Background: an optimization exercise with open tools, aiming at a short achievable clock period and few clock cycles. Do not read the settings as production practice.
Where RTL was checked, it was by simulation tests only, not by an equivalence proof against the original.
Function not checked in run 2: the RTL went through the layout flow alone.
No activity file was given, so power comes from the tool's default toggle rates.

==> flow/design.v, too long to show whole: its modules and the start of the top module <==
// module GeMIPS: 214 lines
// module gm_mul: 1922 lines
module GeMIPS (
           input     wire               rst,
           input     wire               clk,
           output    wire[31:0]         rom_addr_o,
           output    wire               ce_o,
           input     wire[31:0]         rom_data_i,
           input    wire[31:0]          ram2_data_i,
           output   wire[31:0]          ram2_addr_o,
           output   wire[31:0]          ram2_data_o,
           output   wire                ram2_we_o,
           output   wire[3:0]           ram2_sel_o,
           output   wire                ram2_ce_o
       );
  // ...
==> flow/flow/run.sh <==
#!/bin/bash
# Standard ORFS layout (the standard.sh, standard synthesis unchanged), with the
# timing repair steps asked to keep a large setup margin so that they size and buffer
# the critical paths even though the design meets the 14.5 ns period easily.
set -euo pipefail
MARGIN=11
bash standard.sh SETUP_SLACK_MARGIN=$MARGIN finish > standard_flow.log 2>&1
==> flow/standard.sh <==
#!/bin/bash
# synth_recipe.tcl (not shown) runs the flow's synth.tcl, then flattens the netlist and writes it again
# the make line also repeats each setting of config.mk as NAME=value (left out here)
make -C /OpenROAD-flow-scripts/flow DESIGN_CONFIG=/design/flow/config.mk WORK_HOME=/design/flow/orfs CLKGATE_MAP_FILE= SYNTH_SCRIPT=/design/flow/synth_recipe.tcl "${@:-finish}"
==> flow/config.mk <==
export PLATFORM = sky130hd
export DESIGN_NAME = GeMIPS
export DESIGN_NICKNAME = GeMIPS
export VERILOG_FILES = /design/flow/design.v
export SDC_FILE = /design/flow/constraint.sdc
export NUM_CORES = 8
export LEC_CHECK = 0
export CAP_MARGIN = 20
export CORE_MARGIN = 2
export CORE_UTILIZATION = 40
export SLEW_MARGIN = 20
==> flow/constraint.sdc <==
create_clock -name core_clock -period 14.5 [get_ports {clk}]
set_input_delay 2.9000 -clock core_clock [delete_from_list [all_inputs] [get_ports {clk}]]
set_output_delay 2.9000 -clock core_clock [all_outputs]
set_load 0.01 [all_outputs]
==> metrics.log, run 1 <==
[metrics] outcome: no timing/DRC/antenna violations
[metrics] cell count after synthesis: 7060
[metrics] P_clk: 4.66 mW
[metrics] initial detailed-routing violation count: 8468
[metrics] Final Non-Filler Cells: 10500
[metrics] dominant combinational cell family by area after synthesis: multiplexers
[metrics] Min-Delay Startpoint: mul_1.r_1_0
[metrics] number of vias after detailed routing: 65600
[metrics] Crit path required time: 11600 ps
[metrics] Setup Crit Path Kind: register to output pin
[metrics] combinational fraction of design power: 38.9%
[metrics] Post-synth ARST share: 0%
[metrics] number of nets still failing antenna checks after routing: 0
[metrics] commonest cells after routing, fill and taps aside: sky130_fd_sc_hd__edfxtp_1 (1024), sky130_fd_sc_hd__nor2_1 (693), sky130_fd_sc_hd__mux4_2 (596)
[metrics] number of clock buffers inserted by TritonCTS: 171
[metrics] ANT cells: 18
[metrics] Multi-In Gates: 4377
[metrics] router iterations before antenna repair: 8
[metrics] Top Ports: 169
[metrics] multi-input gate share of the layout cell area: 42.5%
[metrics] Sw Share: 37.3%
[metrics] maximum VDD drop: 0.120 mV
[metrics] CTS tree: done
[metrics] PnR Total Power: 16.7 mW
[metrics] arrival time at the worst endpoint: 1420 ps
[metrics] seq pwr: 5.56 mW
Testbench counts, summed over its fixed seeds: cycles 181,986.
==> module GeMIPS, before the edit <==
module GeMIPS (
           input     wire               rst,
           input     wire               clk,
           output    wire[31:0]         rom_addr_o,
           output    wire               ce_o,
           input     wire[31:0]         rom_data_i,
           input    wire[31:0]          ram2_data_i,
           output   wire[31:0]          ram2_addr_o,
           output   wire[31:0]          ram2_data_o,
           output   wire                ram2_we_o,
           output   wire[3:0]           ram2_sel_o,
           output   wire                ram2_ce_o
       );
reg [31:0] pc_f;
reg        ce_q;
reg [31:0] inst_d;
reg        v_d;
reg [31:0] a_e, b_e;
reg [15:0] imm_e;
reg [4:0]  sa_e;
reg        add_e, and_e, or_e, xor_e, sll_e, srl_e;
reg        mul_e, ld_e, st_e, byte_e;
reg        beq_e, bne_e, bgtz_e, pred_e, jr_e;
reg [31:0] alt_pc_e;
reg        we_e;
reg [4:0]  rd_e;
reg [31:0] res_m;
reg        we_m, ld_m, mul_m;
reg [4:0]  rd_m;
reg        ce_m, rd_n_m;                     
reg [31:0] addr_m, data_m;
reg [3:0]  sel_m;
reg [31:0] res_w;
reg        we_w, mul_w;
reg [4:0]  rd_w;
reg [31:0] regs [1:31];
assign rom_addr_o  = pc_f;
assign ce_o        = ce_q;
assign ram2_ce_o   = ce_m;
assign ram2_we_o   = rd_n_m;
assign ram2_addr_o = addr_m;
assign ram2_data_o = data_m;
assign ram2_sel_o  = sel_m;
wire [5:0]  op  = inst_d[31:26];
wire [4:0]  rs  = inst_d[25:21];
wire [4:0]  rt  = inst_d[20:16];
wire [4:0]  rd  = inst_d[15:11];
wire [4:0]  sa  = inst_d[10:6];
wire [5:0]  fn  = inst_d[5:0];
wire [15:0] imm = inst_d[15:0];
wire is_special = (op == 6'b000000);
wire is_ralu    = is_special & fn[5];                       
wire is_shift   = is_special & ~fn[5] & ~fn[3];             
wire is_jr      = is_special & ~fn[5] & fn[3];              
wire is_mul     = (op == 6'b011100);
wire is_ialu    = (op[5:3] == 3'b001);                      
wire is_lui     = is_ialu & (op[2:0] == 3'b111);
wire is_bc      = (op[5:2] == 4'b0001);                     
wire is_beq     = is_bc & (op[1:0] == 2'b00);
wire is_bne     = is_bc & (op[1:0] == 2'b01);
wire is_bgtz    = is_bc & op[1];
wire is_jmp     = (op[5:1] == 5'b00001);                    
wire is_jal     = is_jmp & op[0];
wire is_mem     = op[5];                                    
wire is_ld      = is_mem & ~op[3];
wire is_st      = is_mem & op[3];
wire is_byte    = ~op[1];
wire [2:0] f3 = is_special ? fn[2:0] : op[2:0];
wire d_add = (is_ralu | is_ialu) & ((f3 == 3'b001) | (f3 == 3'b111)) | is_jal;
wire d_and = (is_ralu | is_ialu) & (f3 == 3'b100);
wire d_or  = (is_ralu | is_ialu) & (f3 == 3'b101);
wire d_xor = (is_ralu | is_ialu) & (f3 == 3'b110);
wire d_sll = is_shift & ~fn[1];
wire d_srl = is_shift & fn[1];
wire [4:0] dst = is_jal ? 5'd31 : (is_ralu | is_shift | is_mul) ? rd : rt;
wire       d_we = v_d & (is_ralu | is_shift | is_mul | is_ialu | is_ld | is_jal) & (dst != 5'd0);
wire use_a = v_d & ~is_jmp;
wire use_b = v_d & (is_special | is_mul | is_st | is_beq | is_bne);
wire a_eq_e = (rs == rd_e);
wire b_eq_e = (rt == rd_e);
wire a_eq_m = (rs == rd_m);
wire b_eq_m = (rt == rd_m);
wire late_e  = we_e & (ld_e | mul_e);
wire late_m  = we_m & mul_m;
wire stall_d = (late_e & ((use_a & a_eq_e) | (use_b & b_eq_e))) |
               (late_m & ((use_a & a_eq_m) | (use_b & b_eq_m)));
wire [31:0] pc_f4  = pc_f + 32'd4;
wire [31:0] br_tgt = pc_f + {{14{imm[15]}}, imm, 2'b00};
wire [31:0] j_tgt  = {pc_f[31:28], inst_d[25:0], 2'b00};
wire        pred_t = is_jmp | (is_bc & imm[15]);
wire        take_d = v_d & pred_t & ~stall_d;
wire [31:0] prod;
wire [31:0] res_x;       
wire [31:0] wres  = mul_w ? prod : res_w;
wire [31:0] mres  = ld_m ? ram2_data_i : res_m;
wire [31:0] rf_a = (rs == 5'd0) ? 32'd0 : (we_w & (rd_w == rs)) ? wres : regs[rs];
wire [31:0] rf_b = (rt == 5'd0) ? 32'd0 : (we_w & (rd_w == rt)) ? wres : regs[rt];
wire fa_e = we_e & a_eq_e;
wire fa_m = we_m & a_eq_m;
wire fb_e = we_e & b_eq_e;
wire fb_m = we_m & b_eq_m;
wire [31:0] fwd_a = fa_e ? res_x : fa_m ? mres : rf_a;
wire [31:0] fwd_b = fb_e ? res_x : fb_m ? mres : rf_b;
wire [31:0] immx = is_lui ? {imm, 16'd0} :
                   (op[2:0] == 3'b001) ? {{16{imm[15]}}, imm} : {16'd0, imm};
wire [31:0] a_d  = is_jal ? 32'd0 : fwd_a;
wire [31:0] b_d  = is_jal ? pc_f4 : is_ialu ? immx : fwd_b;
wire [31:0] sum   = a_e + b_e;
wire [31:0] shl   = b_e << sa_e;
wire [31:0] shr   = b_e >> sa_e;
assign res_x      = ({32{add_e}} & sum) |
                    ({32{and_e}} & (a_e & b_e)) |
                    ({32{or_e}}  & (a_e | b_e)) |
                    ({32{xor_e}} & (a_e ^ b_e)) |
                    ({32{sll_e}} & shl) |
                    ({32{srl_e}} & shr);
wire [31:0] agu   = a_e + {{16{imm_e[15]}}, imm_e};
wire [3:0]  sel_x = byte_e ? ~(4'b0001 << agu[1:0]) : 4'b0000;
wire [31:0] std_x = byte_e ? {4{b_e[7:0]}} : b_e;
wire eq      = (a_e == b_e);
wire gtz     = ~a_e[31] & (|a_e);
wire cond    = (beq_e & eq) | (bne_e & ~eq) | (bgtz_e & gtz);
wire is_br_e = beq_e | bne_e | bgtz_e;
wire redir   = jr_e | (is_br_e & (cond ^ pred_e));
wire [31:0] redir_pc = jr_e ? a_e : alt_pc_e;
gm_mul mul_1 (
           .clk (clk),
           .a   (a_e),
           .b   (b_e),
           .p   (prod)
       );
always @(posedge clk) begin
    ce_q <= ~rst;
end
always @(posedge clk) begin
    if (rst)
        pc_f <= 32'h8000_0000;
    else if (redir)
        pc_f <= redir_pc;
    else if (!stall_d)
        pc_f <= take_d ? (is_jmp ? j_tgt : br_tgt) : pc_f4;
end
always @(posedge clk) begin
    if (rst)
        v_d <= 1'b0;
    else if (!stall_d)
        v_d <= ~redir;
    if (!stall_d)
        inst_d <= rom_data_i;
end
wire go_d = v_d & ~stall_d;
always @(posedge clk) begin
    if (rst) begin
        we_e <= 1'b0;
        mul_e <= 1'b0; ld_e <= 1'b0; st_e <= 1'b0;
        beq_e <= 1'b0; bne_e <= 1'b0; bgtz_e <= 1'b0; jr_e <= 1'b0;
    end
    else begin
        we_e   <= go_d & d_we;
        mul_e  <= go_d & is_mul;
        ld_e   <= go_d & is_ld;
        st_e   <= go_d & is_st;
        beq_e  <= go_d & is_beq;
        bne_e  <= go_d & is_bne;
        bgtz_e <= go_d & is_bgtz;
        jr_e   <= go_d & is_jr;
    end
    rd_e     <= dst;
    a_e      <= a_d;
    b_e      <= b_d;
    imm_e    <= imm;
    sa_e     <= sa;
    add_e    <= d_add;
    and_e    <= d_and;
    or_e     <= d_or;
    xor_e    <= d_xor;
    sll_e    <= d_sll;
    srl_e    <= d_srl;
    byte_e   <= is_byte;
    pred_e   <= pred_t;
    alt_pc_e <= pred_t ? pc_f4 : br_tgt;
end
always @(posedge clk) begin
    if (rst) begin
        we_m <= 1'b0;
        ce_m <= 1'b0;
    end
    else begin
        we_m <= we_e;
        ce_m <= ld_e | st_e;
    end
    ld_m   <= ld_e;
    mul_m  <= mul_e;
    rd_m   <= rd_e;
    res_m  <= res_x;
    rd_n_m <= ld_e;
    addr_m <= agu;
    data_m <= std_x;
    sel_m  <= sel_x;
end
always @(posedge clk) begin
    if (rst)
        we_w <= 1'b0;
    else
        we_w <= we_m;
    mul_w <= mul_m;
    rd_w  <= rd_m;
    res_w <= mres;
end
always @(posedge clk) begin
    if (we_w)
        regs[rd_w] <= wres;
end
endmodule
==> run 2, diff against run 1 <==
--- a/flow/design.v
+++ b/flow/design.v
@@ -11,207 +11,409 @@
            output   wire[3:0]           ram2_sel_o,
            output   wire                ram2_ce_o
        );
-reg [31:0] pc_f;
+integer i;
 reg        ce_q;
-reg [31:0] inst_d;
-reg        v_d;
-reg [31:0] a_e, b_e;
-reg [15:0] imm_e;
-reg [4:0]  sa_e;
-reg        add_e, and_e, or_e, xor_e, sll_e, srl_e;
-reg        mul_e, ld_e, st_e, byte_e;
-reg        beq_e, bne_e, bgtz_e, pred_e, jr_e;
-reg [31:0] alt_pc_e;
-reg        we_e;
-reg [4:0]  rd_e;
-reg [31:0] res_m;
-reg        we_m, ld_m, mul_m;
-reg [4:0]  rd_m;
-reg        ce_m, rd_n_m;                     
+reg [31:0] fa0, fa1;
+reg [31:0] cdat [0:31];
+reg [31:0] cval;
+reg [24:0] ctag [0:3];
+reg [5:0]  qv;
+reg [31:0] qi [0:5];
+reg [31:0] qp [0:5];
+reg [5:0]  qk;                               
+reg [31:0] aA_e, bA_e, aB_e, bB_e;
+reg [15:0] immA_e, immB_e;
+reg [4:0]  saA_e, saB_e;
+reg        addA_e, andA_e, orA_e, xorA_e, sllA_e, srlA_e;
+reg        addB_e, andB_e, orB_e, xorB_e, sllB_e, srlB_e;
+reg        beqA_e, bneA_e, bgtzA_e, jrA_e, tkA_e, dsA_e;
+reg        beqB_e, bneB_e, bgtzB_e, jrB_e, tkB_e;
+reg [31:0] altA_e, alt4A_e, altB_e, alt4B_e;
+reg        weA_e, weB_e, ldA_e, ldB_e, mulA_e, mulB_e;
+reg [4:0]  rdA_e, rdB_e;
+reg        mem_e, memB_e, st_e, byte_e;      
+reg [31:0] ma_e, mb_e;                       
+reg [31:0] resA_m, resB_m;
+reg        weA_m, weB_m, ldA_m, ldB_m, mulA_m, mulB_m;
+reg [4:0]  rdA_m, rdB_m;
+reg        ce_m, rd_n_m;
 reg [31:0] addr_m, data_m;
 reg [3:0]  sel_m;
-reg [31:0] res_w;
-reg        we_w, mul_w;
-reg [4:0]  rd_w;
+reg [31:0] resA_w, resB_w;
+reg        weA_w, weB_w, mulA_w, mulB_w;
+reg [4:0]  rdA_w, rdB_w;
 reg [31:0] regs [1:31];
-assign rom_addr_o  = pc_f;
+assign rom_addr_o  = fa0;
 assign ce_o        = ce_q;
 assign ram2_ce_o   = ce_m;
 assign ram2_we_o   = rd_n_m;
 assign ram2_addr_o = addr_m;
 assign ram2_data_o = data_m;
 assign ram2_sel_o  = sel_m;
-wire [5:0]  op  = inst_d[31:26];
-wire [4:0]  rs  = inst_d[25:21];
-wire [4:0]  rt  = inst_d[20:16];
-wire [4:0]  rd  = inst_d[15:11];
-wire [4:0]  sa  = inst_d[10:6];
-wire [5:0]  fn  = inst_d[5:0];
-wire [15:0] imm = inst_d[15:0];
-wire is_special = (op == 6'b000000);
-wire is_ralu    = is_special & fn[5];                       
-wire is_shift   = is_special & ~fn[5] & ~fn[3];             
-wire is_jr      = is_special & ~fn[5] & fn[3];              
-wire is_mul     = (op == 6'b011100);
-wire is_ialu    = (op[5:3] == 3'b001);                      
-wire is_lui     = is_ialu & (op[2:0] == 3'b111);
-wire is_bc      = (op[5:2] == 4'b0001);                     
-wire is_beq     = is_bc & (op[1:0] == 2'b00);
-wire is_bne     = is_bc & (op[1:0] == 2'b01);
-wire is_bgtz    = is_bc & op[1];
-wire is_jmp     = (op[5:1] == 5'b00001);                    
-wire is_jal     = is_jmp & op[0];
-wire is_mem     = op[5];                                    
-wire is_ld      = is_mem & ~op[3];
-wire is_st      = is_mem & op[3];
-wire is_byte    = ~op[1];
-wire [2:0] f3 = is_special ? fn[2:0] : op[2:0];
-wire d_add = (is_ralu | is_ialu) & ((f3 == 3'b001) | (f3 == 3'b111)) | is_jal;
-wire d_and = (is_ralu | is_ialu) & (f3 == 3'b100);
-wire d_or  = (is_ralu | is_ialu) & (f3 == 3'b101);
-wire d_xor = (is_ralu | is_ialu) & (f3 == 3'b110);
-wire d_sll = is_shift & ~fn[1];
-wire d_srl = is_shift & fn[1];
-wire [4:0] dst = is_jal ? 5'd31 : (is_ralu | is_shift | is_mul) ? rd : rt;
-wire       d_we = v_d & (is_ralu | is_shift | is_mul | is_ialu | is_ld | is_jal) & (dst != 5'd0);
-wire use_a = v_d & ~is_jmp;
-wire use_b = v_d & (is_special | is_mul | is_st | is_beq | is_bne);
-wire a_eq_e = (rs == rd_e);
-wire b_eq_e = (rt == rd_e);
-wire a_eq_m = (rs == rd_m);
-wire b_eq_m = (rt == rd_m);
-wire late_e  = we_e & (ld_e | mul_e);
-wire late_m  = we_m & mul_m;
-wire stall_d = (late_e & ((use_a & a_eq_e) | (use_b & b_eq_e))) |
-               (late_m & ((use_a & a_eq_m) | (use_b & b_eq_m)));
-wire [31:0] pc_f4  = pc_f + 32'd4;
-wire [31:0] br_tgt = pc_f + {{14{imm[15]}}, imm, 2'b00};
-wire [31:0] j_tgt  = {pc_f[31:28], inst_d[25:0], 2'b00};
-wire        pred_t = is_jmp | (is_bc & imm[15]);
-wire        take_d = v_d & pred_t & ~stall_d;
-wire [31:0] prod;
-wire [31:0] res_x;       
-wire [31:0] wres  = mul_w ? prod : res_w;
-wire [31:0] mres  = ld_m ? ram2_data_i : res_m;
-wire [31:0] rf_a = (rs == 5'd0) ? 32'd0 : (we_w & (rd_w == rs)) ? wres : regs[rs];
-wire [31:0] rf_b = (rt == 5'd0) ? 32'd0 : (we_w & (rd_w == rt)) ? wres : regs[rt];
-wire fa_e = we_e & a_eq_e;
-wire fa_m = we_m & a_eq_m;
-wire fb_e = we_e & b_eq_e;
-wire fb_m = we_m & b_eq_m;
-wire [31:0] fwd_a = fa_e ? res_x : fa_m ? mres : rf_a;
-wire [31:0] fwd_b = fb_e ? res_x : fb_m ? mres : rf_b;
-wire [31:0] immx = is_lui ? {imm, 16'd0} :
-                   (op[2:0] == 3'b001) ? {{16{imm[15]}}, imm} : {16'd0, imm};
-wire [31:0] a_d  = is_jal ? 32'd0 : fwd_a;
-wire [31:0] b_d  = is_jal ? pc_f4 : is_ialu ? immx : fwd_b;
-wire [31:0] sum   = a_e + b_e;
-wire [31:0] shl   = b_e << sa_e;
-wire [31:0] shr   = b_e >> sa_e;
-assign res_x      = ({32{add_e}} & sum) |
-                    ({32{and_e}} & (a_e & b_e)) |
-                    ({32{or_e}}  & (a_e | b_e)) |
-                    ({32{xor_e}} & (a_e ^ b_e)) |
-                    ({32{sll_e}} & shl) |
-                    ({32{srl_e}} & shr);
-wire [31:0] agu   = a_e + {{16{imm_e[15]}}, imm_e};
+wire [31:0] resA_x, aguA, resB_x, aguB;
+wire        misA, misB;
+gm_exu exu_a (
+           .a(aA_e), .b(bA_e), .imm(immA_e), .sa(saA_e),
+           .add(addA_e), .and_(andA_e), .or_(orA_e), .xor_(xorA_e), .sll(sllA_e), .srl(srlA_e),
+           .beq(beqA_e), .bne(bneA_e), .bgtz(bgtzA_e), .tk(tkA_e),
+           .res(resA_x), .agu(aguA), .mis(misA)
+       );
+gm_exu exu_b (
+           .a(aB_e), .b(bB_e), .imm(immB_e), .sa(saB_e),
+           .add(addB_e), .and_(andB_e), .or_(orB_e), .xor_(xorB_e), .sll(sllB_e), .srl(srlB_e),
+           .beq(beqB_e), .bne(bneB_e), .bgtz(bgtzB_e), .tk(tkB_e),
+           .res(resB_x), .agu(aguB), .mis(misB)
+       );
+wire redA  = misA | jrA_e;
+wire redB  = misB | jrB_e;
+wire redir = redA | redB;
+wire [31:0] redir_pc  = redA ? (jrA_e ? aA_e : altA_e) : (jrB_e ? aB_e : altB_e);
+wire [31:0] redir_pc4 = redA ? (jrA_e ? aA_e + 32'd4 : alt4A_e) : (jrB_e ? aB_e + 32'd4 : alt4B_e);
+wire ds_pend = redA ? dsA_e : 1'b1;
+wire [31:0] agu   = memB_e ? aguB : aguA;
+wire [31:0] std_b = memB_e ? bB_e : bA_e;
 wire [3:0]  sel_x = byte_e ? ~(4'b0001 << agu[1:0]) : 4'b0000;
-wire [31:0] std_x = byte_e ? {4{b_e[7:0]}} : b_e;
-wire eq      = (a_e == b_e);
-wire gtz     = ~a_e[31] & (|a_e);
-wire cond    = (beq_e & eq) | (bne_e & ~eq) | (bgtz_e & gtz);
-wire is_br_e = beq_e | bne_e | bgtz_e;
-wire redir   = jr_e | (is_br_e & (cond ^ pred_e));
-wire [31:0] redir_pc = jr_e ? a_e : alt_pc_e;
+wire [31:0] std_x = byte_e ? {4{std_b[7:0]}} : std_b;
+wire [31:0] prod;
 gm_mul mul_1 (
            .clk (clk),
-           .a   (a_e),
-           .b   (b_e),
+           .a   (ma_e),
+           .b   (mb_e),
            .p   (prod)
        );
+wire [31:0] mresA = ldA_m ? ram2_data_i : resA_m;
+wire [31:0] mresB = ldB_m ? ram2_data_i : resB_m;
+wire [31:0] wresA = mulA_w ? prod : resA_w;
+wire [31:0] wresB = mulB_w ? prod : resB_w;
+wire [31:0] s0 = rom_data_i;
+wire [4:0]  wi1 = fa1[6:2];
+wire        hit1 = cval[wi1] & (ctag[fa1[6:5]] == fa1[31:7]);
+wire [31:0] s1 = cdat[wi1];
+wire [31:0] fa0p4 = fa0 + 32'd4;
+wire [31:0] fa0p8 = fa0 + 32'd8;
+wire [31:0] fa1p4 = fa1 + 32'd4;
+wire [31:0] fa1p8 = fa1 + 32'd8;
+wire        jmp0 = (s0[31:27] == 5'b00001);
+wire        tk0  = jmp0 | ((s0[31:28] == 4'b0001) & s0[15]);
+wire [31:0] off0 = {{14{s0[15]}}, s0[15:0], 2'b00};
+wire [29:0] jw0  = {fa0p4[31:28], s0[25:0]};
+wire [29:0] jw0p = jw0 + 30'd1;
+wire [31:0] tgt0   = jmp0 ? {jw0, 2'b00}  : fa0p4 + off0;
+wire [31:0] tgt0p4 = jmp0 ? {jw0p, 2'b00} : fa0p8 + off0;
+wire        jmp1 = (s1[31:27] == 5'b00001);
+wire        tk1  = jmp1 | ((s1[31:28] == 4'b0001) & s1[15]);
+wire [31:0] tgt1 = jmp1 ? {fa1p4[31:28], s1[25:0], 2'b00} : fa1p4 + {{14{s1[15]}}, s1[15:0], 2'b00};
+wire fen = ~qv[4];           
+wire two = fen & hit1;
+wire [4:0]  rs0, rt0, dst0, sa0, rs1, rt1, dst1, sa1;
+wire        we0, ua0, ub0, ld0, st0, mem0, byte0, mul0, beq0, bne0, bgtz0, jr0, jal0, ialu0;
+wire        we1, ua1, ub1, ld1, st1, mem1, byte1, mul1, beq1, bne1, bgtz1, jr1, jal1, ialu1;
+wire        add0, and0, or0, xor0, sll0, srl0, add1, and1, or1, xor1, sll1, srl1;
+wire [31:0] immx0, immx1;
+wire [15:0] imm0, imm1;
+gm_dec dec_0 (
+           .v(qv[0]), .inst(qi[0]),
+           .rs(rs0), .rt(rt0), .dst(dst0), .we(we0), .use_a(ua0), .use_b(ub0),
+           .is_ld(ld0), .is_st(st0), .is_mem(mem0), .is_byte(byte0), .is_mul(mul0),
+           .is_beq(beq0), .is_bne(bne0), .is_bgtz(bgtz0), .is_jr(jr0), .is_jal(jal0), .is_ialu(ialu0),
+           .d_add(add0), .d_and(and0), .d_or(or0), .d_xor(xor0), .d_sll(sll0), .d_srl(srl0),
+           .immx(immx0), .imm(imm0), .sa(sa0)
+       );
+gm_dec dec_1 (
+           .v(qv[1]), .inst(qi[1]),
+           .rs(rs1), .rt(rt1), .dst(dst1), .we(we1), .use_a(ua1), .use_b(ub1),
+           .is_ld(ld1), .is_st(st1), .is_mem(mem1), .is_byte(byte1), .is_mul(mul1),
+           .is_beq(beq1), .is_bne(bne1), .is_bgtz(bgtz1), .is_jr(jr1), .is_jal(jal1), .is_ialu(ialu1),
+           .d_add(add1), .d_and(and1), .d_or(or1), .d_xor(xor1), .d_sll(sll1), .d_srl(srl1),
+           .immx(immx1), .imm(imm1), .sa(sa1)
+       );
+wire lateA_e = weA_e & (ldA_e | mulA_e);
+wire lateB_e = weB_e & (ldB_e | mulB_e);
+wire lateA_m = weA_m & mulA_m;
+wire lateB_m = weB_m & mulB_m;
+wire hz_a0, hz_b0, hz_a1, hz_b1;
+gm_hz hza0 (.r(rs0), .la_e(lateA_e), .lb_e(lateB_e), .la_m(lateA_m), .lb_m(lateB_m),
+            .rda_e(rdA_e), .rdb_e(rdB_e), .rda_m(rdA_m), .rdb_m(rdB_m), .hz(hz_a0));
+gm_hz hzb0 (.r(rt0), .la_e(lateA_e), .lb_e(lateB_e), .la_m(lateA_m), .lb_m(lateB_m),
+            .rda_e(rdA_e), .rdb_e(rdB_e), .rda_m(rdA_m), .rdb_m(rdB_m), .hz(hz_b0));
+gm_hz hza1 (.r(rs1), .la_e(lateA_e), .lb_e(lateB_e), .la_m(lateA_m), .lb_m(lateB_m),
+            .rda_e(rdA_e), .rdb_e(rdB_e), .rda_m(rdA_m), .rdb_m(rdB_m), .hz(hz_a1));
+gm_hz hzb1 (.r(rt1), .la_e(lateA_e), .lb_e(lateB_e), .la_m(lateA_m), .lb_m(lateB_m),
+            .rda_e(rdA_e), .rdb_e(rdB_e), .rda_m(rdA_m), .rdb_m(rdB_m), .hz(hz_b1));
+wire hz0 = (ua0 & hz_a0) | (ub0 & hz_b0);
+wire hz1 = (ua1 & hz_a1) | (ub1 & hz_b1);
+wire dep = we0 & ((ua1 & (rs1 == dst0)) | (ub1 & (rt1 == dst0)));
+wire i0p  = qv[0] & ~hz0;
+wire i1p  = i0p & qv[1] & ~hz1 & ~dep & ~(mem0 & mem1) & ~(mul0 & mul1);
+wire i0   = i0p & ~(redir & ~ds_pend);
+wire i1   = i1p & ~redir;
+wire [31:0] fa0v, fb0v, fa1v, fb1v;
+gm_fwd fwa0 (.r(rs0), .rfv(regs[rs0]), .fv(fa0v),
+             .web_e(weB_e), .rdb_e(rdB_e), .vb_e(resB_x), .wea_e(weA_e), .rda_e(rdA_e), .va_e(resA_x),
+             .web_m(weB_m), .rdb_m(rdB_m), .vb_m(mresB),  .wea_m(weA_m), .rda_m(rdA_m), .va_m(mresA),
+             .web_w(weB_w), .rdb_w(rdB_w), .vb_w(wresB),  .wea_w(weA_w), .rda_w(rdA_w), .va_w(wresA));
+gm_fwd fwb0 (.r(rt0), .rfv(regs[rt0]), .fv(fb0v),
+             .web_e(weB_e), .rdb_e(rdB_e), .vb_e(resB_x), .wea_e(weA_e), .rda_e(rdA_e), .va_e(resA_x),
+             .web_m(weB_m), .rdb_m(rdB_m), .vb_m(mresB),  .wea_m(weA_m), .rda_m(rdA_m), .va_m(mresA),
+             .web_w(weB_w), .rdb_w(rdB_w), .vb_w(wresB),  .wea_w(weA_w), .rda_w(rdA_w), .va_w(wresA));
+gm_fwd fwa1 (.r(rs1), .rfv(regs[rs1]), .fv(fa1v),
+             .web_e(weB_e), .rdb_e(rdB_e), .vb_e(resB_x), .wea_e(weA_e), .rda_e(rdA_e), .va_e(resA_x),
+             .web_m(weB_m), .rdb_m(rdB_m), .vb_m(mresB),  .wea_m(weA_m), .rda_m(rdA_m), .va_m(mresA),
+             .web_w(weB_w), .rdb_w(rdB_w), .vb_w(wresB),  .wea_w(weA_w), .rda_w(rdA_w), .va_w(wresA));
+gm_fwd fwb1 (.r(rt1), .rfv(regs[rt1]), .fv(fb1v),
+             .web_e(weB_e), .rdb_e(rdB_e), .vb_e(resB_x), .wea_e(weA_e), .rda_e(rdA_e), .va_e(resA_x),
+             .web_m(weB_m), .rdb_m(rdB_m), .vb_m(mresB),  .wea_m(weA_m), .rda_m(rdA_m), .va_m(mresA),
+             .web_w(weB_w), .rdb_w(rdB_w), .vb_w(wresB),  .wea_w(weA_w), .rda_w(rdA_w), .va_w(wresA));
+wire [31:0] pc0_8 = qp[0] + 32'd8;
+wire [31:0] pc1_8 = qp[1] + 32'd8;
+wire [31:0] a0 = jal0 ? 32'd0 : fa0v;
+wire [31:0] b0 = jal0 ? pc0_8 : ialu0 ? immx0 : fb0v;
+wire [31:0] a1 = jal1 ? 32'd0 : fa1v;
+wire [31:0] b1 = jal1 ? pc1_8 : ialu1 ? immx1 : fb1v;
+wire [31:0] boff0 = {{14{imm0[15]}}, imm0, 2'b00};
+wire [31:0] boff1 = {{14{imm1[15]}}, imm1, 2'b00};
+wire [31:0] alt0  = qk[0] ? pc0_8 : qp[0] + 32'd4 + boff0;
+wire [31:0] alt40 = qk[0] ? qp[0] + 32'd12 : pc0_8 + boff0;
+wire [31:0] alt1  = qk[1] ? pc1_8 : qp[1] + 32'd4 + boff1;
+wire [31:0] alt41 = qk[1] ? qp[1] + 32'd12 : pc1_8 + boff1;
+wire [1:0]  nis  = {1'b0, i0} + {1'b0, i1};
+wire [2:0]  occ  = {2'b0, qv[0]} + {2'b0, qv[1]} + {2'b0, qv[2]} +
+                   {2'b0, qv[3]} + {2'b0, qv[4]} + {2'b0, qv[5]};
+wire [2:0]  left = occ - {1'b0, nis};
+wire [1:0]  nf   = fen ? (two ? 2'd2 : 2'd1) : 2'd0;
+reg [5:0]  nqv;
+reg [31:0] nqi [0:5];
+reg [31:0] nqp [0:5];
+reg [5:0]  nqk;
+integer    j, src;
+always @(*) begin
+    for (j = 0; j < 6; j = j + 1) begin
+        src = j + nis;
+        if (j < left) begin
+            nqi[j] = qi[src];
+            nqp[j] = qp[src];
+            nqk[j] = qk[src];
+        end
+        else if (j == left) begin
+            nqi[j] = s0;
+            nqp[j] = fa0;
+            nqk[j] = tk0;
+        end
+        else begin
+            nqi[j] = s1;
+            nqp[j] = fa1;
+            nqk[j] = tk1;
+        end
+        nqv[j] = (j < left + nf);
+    end
+end
 always @(posedge clk) begin
     ce_q <= ~rst;
 end
 always @(posedge clk) begin
+    if (rst) begin
+        fa0 <= 32'h8000_0000;
+        fa1 <= 32'h8000_0004;
+    end
+    else if (redir) begin
+        fa0 <= redir_pc;
+        fa1 <= redir_pc4;
+    end
+    else if (two) begin
+        if (tk0) begin
+            fa0 <= tgt0;
+            fa1 <= tgt0p4;
+        end
+        else begin
+            fa0 <= fa1p4;
+            fa1 <= tk1 ? tgt1 : fa1p8;
+        end
+    end
+    else if (fen) begin
+        fa0 <= fa1;
+        fa1 <= tk0 ? tgt0 : fa1p4;
+    end
+end
+always @(posedge clk) begin
     if (rst)
-        pc_f <= 32'h8000_0000;
-    else if (redir)
-        pc_f <= redir_pc;
-    else if (!stall_d)
-        pc_f <= take_d ? (is_jmp ? j_tgt : br_tgt) : pc_f4;
+        cval <= 32'd0;
+    else if (ctag[fa0[6:5]] == fa0[31:7])
+        cval[fa0[6:2]] <= 1'b1;
+    else begin
+        ctag[fa0[6:5]] <= fa0[31:7];
+        for (i = 0; i < 32; i = i + 1)
+            if ((i >> 3) == fa0[6:5])
+                cval[i] <= ((i & 7) == fa0[4:2]);
+    end
+    cdat[fa0[6:2]] <= rom_data_i;
 end
 always @(posedge clk) begin
     if (rst)
-        v_d <= 1'b0;
-    else if (!stall_d)
-        v_d <= ~redir;
-    if (!stall_d)
-        inst_d <= rom_data_i;
+        qv <= 6'd0;
+    else if (redir)
+        qv <= {5'b00000, ds_pend & qv[0] & ~i0};
+    else
+        qv <= nqv;
+    for (i = 0; i < 6; i = i + 1) begin
+        qi[i] <= nqi[i];
+        qp[i] <= nqp[i];
+    end
+    qk <= nqk;
 end
-wire go_d = v_d & ~stall_d;
 always @(posedge clk) begin
     if (rst) begin
-        we_e <= 1'b0;
-        mul_e <= 1'b0; ld_e <= 1'b0; st_e <= 1'b0;
-        beq_e <= 1'b0; bne_e <= 1'b0; bgtz_e <= 1'b0; jr_e <= 1'b0;
+        weA_e <= 1'b0; ldA_e <= 1'b0; mulA_e <= 1'b0;
+        beqA_e <= 1'b0; bneA_e <= 1'b0; bgtzA_e <= 1'b0; jrA_e <= 1'b0;
+        weB_e <= 1'b0; ldB_e <= 1'b0; mulB_e <= 1'b0;
+        beqB_e <= 1'b0; bneB_e <= 1'b0; bgtzB_e <= 1'b0; jrB_e <= 1'b0;
+        mem_e <= 1'b0;
     end
     else begin
-        we_e   <= go_d & d_we;
-        mul_e  <= go_d & is_mul;
-        ld_e   <= go_d & is_ld;
-        st_e   <= go_d & is_st;
-        beq_e  <= go_d & is_beq;
-        bne_e  <= go_d & is_bne;
-        bgtz_e <= go_d & is_bgtz;
-        jr_e   <= go_d & is_jr;
+        weA_e   <= i0 & we0;
+        ldA_e   <= i0 & ld0;
+        mulA_e  <= i0 & mul0;
+        beqA_e  <= i0 & beq0;
+        bneA_e  <= i0 & bne0;
+        bgtzA_e <= i0 & bgtz0;
+        jrA_e   <= i0 & jr0;
+        weB_e   <= i1 & we1;
+        ldB_e   <= i1 & ld1;
+        mulB_e  <= i1 & mul1;
+        beqB_e  <= i1 & beq1;
+        bneB_e  <= i1 & bne1;
+        bgtzB_e <= i1 & bgtz1;
+        jrB_e   <= i1 & jr1;
+        mem_e   <= (i0 & mem0) | (i1 & mem1);
     end
-    rd_e     <= dst;
-    a_e      <= a_d;
-    b_e      <= b_d;
-    imm_e    <= imm;
-    sa_e     <= sa;
-    add_e    <= d_add;
-    and_e    <= d_and;
-    or_e     <= d_or;
-    xor_e    <= d_xor;
-    sll_e    <= d_sll;
-    srl_e    <= d_srl;
-    byte_e   <= is_byte;
-    pred_e   <= pred_t;
-    alt_pc_e <= pred_t ? pc_f4 : br_tgt;
+    memB_e <= ~mem0;
+    st_e   <= mem0 ? st0 : st1;
+    byte_e <= mem0 ? byte0 : byte1;
+    ma_e   <= mul0 ? a0 : a1;
+    mb_e   <= mul0 ? b0 : b1;
+    aA_e <= a0;   bA_e <= b0;   immA_e <= imm0; saA_e <= sa0;   rdA_e <= dst0;
+    aB_e <= a1;   bB_e <= b1;   immB_e <= imm1; saB_e <= sa1;   rdB_e <= dst1;
+    addA_e <= add0; andA_e <= and0; orA_e <= or0; xorA_e <= xor0; sllA_e <= sll0; srlA_e <= srl0;
+    addB_e <= add1; andB_e <= and1; orB_e <= or1; xorB_e <= xor1; sllB_e <= sll1; srlB_e <= srl1;
+    tkA_e <= qk[0]; altA_e <= alt0; alt4A_e <= alt40; dsA_e <= ~i1;
+    tkB_e <= qk[1]; altB_e <= alt1; alt4B_e <= alt41;
 end
 always @(posedge clk) begin
     if (rst) begin
-        we_m <= 1'b0;
-        ce_m <= 1'b0;
+        weA_m <= 1'b0;
+        weB_m <= 1'b0;
+        ce_m  <= 1'b0;
     end
     else begin
-        we_m <= we_e;
-        ce_m <= ld_e | st_e;
+        weA_m <= weA_e;
+        weB_m <= weB_e;
+        ce_m  <= mem_e;
     end
-    ld_m   <= ld_e;
-    mul_m  <= mul_e;
-    rd_m   <= rd_e;
-    res_m  <= res_x;
-    rd_n_m <= ld_e;
+    ldA_m  <= ldA_e;
+    ldB_m  <= ldB_e;
+    mulA_m <= mulA_e;
+    mulB_m <= mulB_e;
+    rdA_m  <= rdA_e;
+    rdB_m  <= rdB_e;
+    resA_m <= resA_x;
+    resB_m <= resB_x;
+    rd_n_m <= ~st_e;
     addr_m <= agu;
     data_m <= std_x;
     sel_m  <= sel_x;
 end
 always @(posedge clk) begin
-    if (rst)
-        we_w <= 1'b0;
-    else
-        we_w <= we_m;
-    mul_w <= mul_m;
-    rd_w  <= rd_m;
-    res_w <= mres;
+    if (rst) begin
+        weA_w <= 1'b0;
+        weB_w <= 1'b0;
+    end
+    else begin
+        weA_w <= weA_m;
+        weB_w <= weB_m;
+    end
+    mulA_w <= mulA_m;
+    mulB_w <= mulB_m;
+    rdA_w  <= rdA_m;
+    rdB_w  <= rdB_m;
+    resA_w <= mresA;
+    resB_w <= mresB;
 end
 always @(posedge clk) begin
-    if (we_w)
-        regs[rd_w] <= wres;
+    for (i = 1; i < 32; i = i + 1) begin
+        if (weB_w & (rdB_w == i))
+            regs[i] <= wresB;
+        else if (weA_w & (rdA_w == i))
+            regs[i] <= wresA;
+    end
 end
 endmodule
+module gm_dec (
+           input  wire        v,           
+           input  wire [31:0] inst,
+           output wire [4:0]  rs,
+           output wire [4:0]  rt,
+           output wire [4:0]  dst,
+           output wire        we,          
+           output wire        use_a,       
+           output wire        use_b,       
+           output wire        is_ld,
+           output wire        is_st,
+           output wire        is_mem,
+           output wire        is_byte,
+           output wire        is_mul,
+           output wire        is_beq,
+           output wire        is_bne,
+           output wire        is_bgtz,
+           output wire        is_jr,
+           output wire        is_jal,
+           output wire        is_ialu,
+           output wire        d_add,
+           output wire        d_and,
+           output wire        d_or,
+           output wire        d_xor,
+           output wire        d_sll,
+           output wire        d_srl,
+           output wire [31:0] immx,        
+           output wire [15:0] imm,
+           output wire [4:0]  sa
+       );
+wire [5:0] op = inst[31:26];
+wire [4:0] rd = inst[15:11];
+wire [5:0] fn = inst[5:0];
+assign rs  = inst[25:21];
+assign rt  = inst[20:16];
+assign sa  = inst[10:6];
+assign imm = inst[15:0];
+wire is_special = (op == 6'b000000);
+wire is_ralu    = is_special & fn[5];                       
+wire is_shift   = is_special & ~fn[5] & ~fn[3];             
+assign is_jr    = is_special & ~fn[5] & fn[3];              
+assign is_mul   = (op == 6'b011100);
+assign is_ialu  = (op[5:3] == 3'b001);                      
+wire is_lui     = is_ialu & (op[2:0] == 3'b111);
+wire is_bc      = (op[5:2] == 4'b0001);                     
+assign is_beq   = is_bc & (op[1:0] == 2'b00);
+assign is_bne   = is_bc & (op[1:0] == 2'b01);
+assign is_bgtz  = is_bc & op[1];
+wire is_jmp     = (op[5:1] == 5'b00001);                    
+assign is_jal   = is_jmp & op[0];
+assign is_mem   = op[5];                                    
+assign is_ld    = is_mem & ~op[3];
+assign is_st    = is_mem & op[3];
+assign is_byte  = ~op[1];
+wire [2:0] f3 = is_special ? fn[2:0] : op[2:0];
+assign d_add = (is_ralu | is_ialu) & ((f3 == 3'b001) | (f3 == 3'b111)) | is_jal;
+assign d_and = (is_ralu | is_ialu) & (f3 == 3'b100);
+assign d_or  = (is_ralu | is_ialu) & (f3 == 3'b101);
+assign d_xor = (is_ralu | is_ialu) & (f3 == 3'b110);
+assign d_sll = is_shift & ~fn[1];
+assign d_srl = is_shift & fn[1];
+assign dst   = is_jal ? 5'd31 : (is_ralu | is_shift | is_mul) ? rd : rt;
+assign we    = v & (is_ralu | is_shift | is_mul | is_ialu | is_ld | is_jal) & (dst != 5'd0);
+assign use_a = v & ~is_jmp;
+assign use_b = v & (is_special | is_mul | is_st | is_beq | is_bne);
+assign immx = is_lui ? {imm, 16'd0} :
+              (op[2:0] == 3'b001) ? {{16{imm[15]}}, imm} : {16'd0, imm};
+endmodule
 module gm_mul (
     input  wire        clk,
     input  wire [31:0] a,
@@ -2134,3 +2336,55 @@
 wire [31:0] row1 = {q_31_1, q_30_1, q_29_1, q_28_1, q_27_1, q_26_1, q_25_1, q_24_1, q_23_1, q_22_1, q_21_1, q_20_1, q_19_1, q_18_1, q_17_1, q_16_1, q_15_1, q_14_1, q_13_1, q_12_1, q_11_1, q_10_1, q_9_1, q_8_1, q_7_1, q_6_1, q_5_1, q_4_1, q_3_1, q_2_1, q_1_1, 1'b0};
 assign p = row0 + row1;
 endmodule
+module gm_exu (
+           input  wire [31:0] a,
+           input  wire [31:0] b,
+           input  wire [15:0] imm,
+           input  wire [4:0]  sa,
+           input  wire        add, and_, or_, xor_, sll, srl,
+           input  wire        beq, bne, bgtz,
+           input  wire        tk,            
+           output wire [31:0] res,
+           output wire [31:0] agu,
+           output wire        mis            
+       );
+wire [31:0] sum = a + b;
+wire [31:0] shl = b << sa;
+wire [31:0] shr = b >> sa;
+assign res = ({32{add}}  & sum) |
+             ({32{and_}} & (a & b)) |
+             ({32{or_}}  & (a | b)) |
+             ({32{xor_}} & (a ^ b)) |
+             ({32{sll}}  & shl) |
+             ({32{srl}}  & shr);
+assign agu = a + {{16{imm[15]}}, imm};
+wire eq   = (a == b);
+wire gtz  = ~a[31] & (|a);
+wire cond = (beq & eq) | (bne & ~eq) | (bgtz & gtz);
+assign mis = (beq | bne | bgtz) & (cond ^ tk);
+endmodule
+module gm_fwd (
+           input  wire [4:0]  r,
+           input  wire [31:0] rfv,
+           output wire [31:0] fv,
+           input  wire        web_e, wea_e, web_m, wea_m, web_w, wea_w,
+           input  wire [4:0]  rdb_e, rda_e, rdb_m, rda_m, rdb_w, rda_w,
+           input  wire [31:0] vb_e, va_e, vb_m, va_m, vb_w, va_w
+       );
+assign fv = (web_e & (r == rdb_e)) ? vb_e :
+            (wea_e & (r == rda_e)) ? va_e :
+            (web_m & (r == rdb_m)) ? vb_m :
+            (wea_m & (r == rda_m)) ? va_m :
+            (r == 5'd0)            ? 32'd0 :
+            (web_w & (r == rdb_w)) ? vb_w :
+            (wea_w & (r == rda_w)) ? va_w : rfv;
+endmodule
+module gm_hz (
+           input  wire [4:0] r,
+           input  wire       la_e, lb_e, la_m, lb_m,
+           input  wire [4:0] rda_e, rdb_e, rda_m, rdb_m,
+           output wire       hz
+       );
+assign hz = (la_e & (r == rda_e)) | (lb_e & (r == rdb_e)) |
+            (la_m & (r == rda_m)) | (lb_m & (r == rdb_m));
+endmodule
==> metrics.log, run 2 <==
[metrics] Clock Path Buffers: 4 (was 3)
[metrics] overall track demand over capacity in global routing: 57.7%
[metrics] sinks on the clock net: 3475 (was 1589)
[metrics] largest net degree at the start of global routing: 163
[metrics] most area-consuming cells after synthesis: sky130_fd_sc_hd__edfxtp_1 (34%), sky130_fd_sc_hd__dfxtp_1 (8.7%), sky130_fd_sc_hd__a22oi_1 (5.7%), sky130_fd_sc_hd__a21oi_1 (5.2%), sky130_fd_sc_hd__mux4_2 (4.7%) (was sky130_fd_sc_hd__edfxtp_1 (35%), sky130_fd_sc_hd__mux4_2 (15%), sky130_fd_sc_hd__dfxtp_1 (13%), sky130_fd_sc_hd__fa_1 (9.2%), sky130_fd_sc_hd__nor2_1 (3.2%))
[metrics] YS warnings: 44 (was 2)
[metrics] total overflow reported by the global router: 1
[metrics] number of clock buffers inserted by TritonCTS: 406 (was 171)
[metrics] die boundary height: 752 um (was 476 um)
[metrics] total of buffers placed on input and output ports: 168 (unchanged)
[metrics] nets in the synthesized netlist: 24300 (was 7720)
[metrics] cell count after synthesis: 23300 (was 7060)
[metrics] ranking of synthesized cells by instance count: sky130_fd_sc_hd__edfxtp_1 (2503), sky130_fd_sc_hd__a21oi_1 (2303), sky130_fd_sc_hd__nor2_1 (2266) (was sky130_fd_sc_hd__edfxtp_1 (1024), sky130_fd_sc_hd__nor2_1 (747), sky130_fd_sc_hd__inv_1 (607))
[metrics] number of synthesized register bits: 3475 (was 1589)
[metrics] Post-Synthesis Cell Area: 0.224 mm2 (was 0.0890 mm2)
[metrics] FP Rows: 274 (was 173)
[metrics] Die X: 752 um (was 476 um)
[metrics] main flop type after synthesis: sky130_fd_sc_hd__edfxtp_1 (unchanged)
[metrics] library cell with the highest instance count after synthesis: sky130_fd_sc_hd__edfxtp_1 (unchanged)
[metrics] proportion of netlist area held by the largest area contributor: 33.6% (was 34.6%)
[metrics] post-synth cell types: 109 (was 87)
[metrics] count of flip-flops with a built-in enable after synthesis: 2503 (was 1024)
[metrics] First Err: [ERROR GRT-0232] Routing congestion too high. Check the congestion heatmap in the GUI.
[metrics] Avg Synthesized Cell Area: 9.62 um2 (was 12.6 um2)
[metrics] Post-synth ARST share: 0% (unchanged)
[metrics] outcome: aborted with a tool error (was no timing/DRC/antenna violations)
[metrics] initial standard-cell utilization of the core: 40.2% (about the same)
[metrics] register area share after synthesis: 42.3% (was 47.3%)
[metrics] clock tree root driver cell: sky130_fd_sc_hd__clkbuf_16 (unchanged)
[metrics] failing step: global routing (5_1_grt)
[metrics] Top Ports: 169 (unchanged)
[metrics] gp weighted congestion: 1.14 (was 1.03)
[metrics] cell type contributing the most total cell area after synthesis: sky130_fd_sc_hd__edfxtp_1 (unchanged)
[metrics] # H-tree levels: 5 (was 4)
[metrics] Detail Placement HPWL: 1010 mm (was 235 mm)
## run 2: changes by cell type after synthesis, moves of 324 or more
| cell | delta |
|---|---|
| sky130_fd_sc_hd__xnor2_1 | +329 |
| sky130_fd_sc_hd__ha_1 | +382 |
| sky130_fd_sc_hd__dfxtp_1 | +407 |
| sky130_fd_sc_hd__clkbuf_1 | +1306 |
| sky130_fd_sc_hd__nand3_1 | +361 |
| sky130_fd_sc_hd__and2_1 | +481 |
| sky130_fd_sc_hd__o21ai_0 | +1079 |
| sky130_fd_sc_hd__a22oi_1 | +1685 |
| sky130_fd_sc_hd__nand4_1 | +324 |
| sky130_fd_sc_hd__edfxtp_1 | +1479 |
| sky130_fd_sc_hd__nand2_1 | +1343 |
| sky130_fd_sc_hd__nor2_1 | +1519 |
| sky130_fd_sc_hd__a21oi_1 | +1941 |
## run 2: metrics by stage
step                      area [um2]  setup slack (ps)  power [mW]  cells  util (%)
after detailed placement      239000              4290        69.9  29900      42.9
after CTS                     292000              7620         108  32400      52.4
after global placement        239000              4410        69.8  29800      42.8
after floorplan               226000              7680        45.8  23300         -
## run 2: how the worst max path moves through the flow
stage,slack [ps],end
after floorplan,7680,qi[0][0]
after global placement,4410,qi[4][27]
after CTS,7620,qi[4][13]
after detailed placement,4290,qi[4][31]
## run 2: routing by layer
metal | GRT usage, % | overflow
met1 | 65.0 | 0
met2 | 71.4 | 1
met3 | 41.0 | 0
met4 | 45.5 | 0
met5 | 20.3 | 0
## run 2: repair_timing
action                                  in CTS
endpoints found under the setup margin    2481
resized for setup                         5198
hold buffers                                 0
pin swaps                                 1184
setup buffers                             1535
gates cloned                               245
## run 2: power groups by stage
stage,combinational [mW],clock [mW],sequential [mW]
2_1_floorplan,29.7,0,16.1
3_3_place_gp,52.3,0,17.5
3_5_place_dp,52.4,0,17.5
4_1_cts,79.8,11.0,17.1
## run 2: cells by family after synthesis
| group | Yosys count | share of synthesized area, % |
|---|---|---|
| AOI/OAI and AO/OA | 7520 | 21.7 |
| and+or+nand+nor | 6584 | 13.6 |
| DFF | 3475 | 42.3 |
| adders and majority gates | 990 | 6.96 |
| xor gates and xnor gates | 773 | 3.03 |
| buffers and inverters | 2876 | 4.98 |
| muxes | 1049 | 7.38 |

## separate check: timing with driven ports
In the flow no input, the clock included, has a driving cell. The finished layout below was timed again as built, in two steps.
Step 1 (the two cells are an assumption about what drives the block):
set clk [get_ports {clk}]
set_driving_cell -lib_cell sky130_fd_sc_hd__clkbuf_16 $clk
set_driving_cell -lib_cell sky130_fd_sc_hd__buf_2 [delete_from_list [all_inputs] $clk]
Step 2 moves the port delays by t, midway between the first and last clock arrival at a register: inputs arrive t later, outputs are due t later. That takes back most of the time a late clock gives input paths.
a / b / c = ideal ports / drivers / drivers and shift; a / b = the first two.
run: run 1
shift t [ns]: 0.927
setup WS [ns]: 10.180 / 10.098 / 10.073
worst setup path at the end: input to register
slew at the worst register clock pin (ns): 0.07 / 0.07
After both steps run 1 still meets setup and hold. The setup slack of run 1 moves by -0.082 ns with the drivers and by -0.107 ns with both steps.
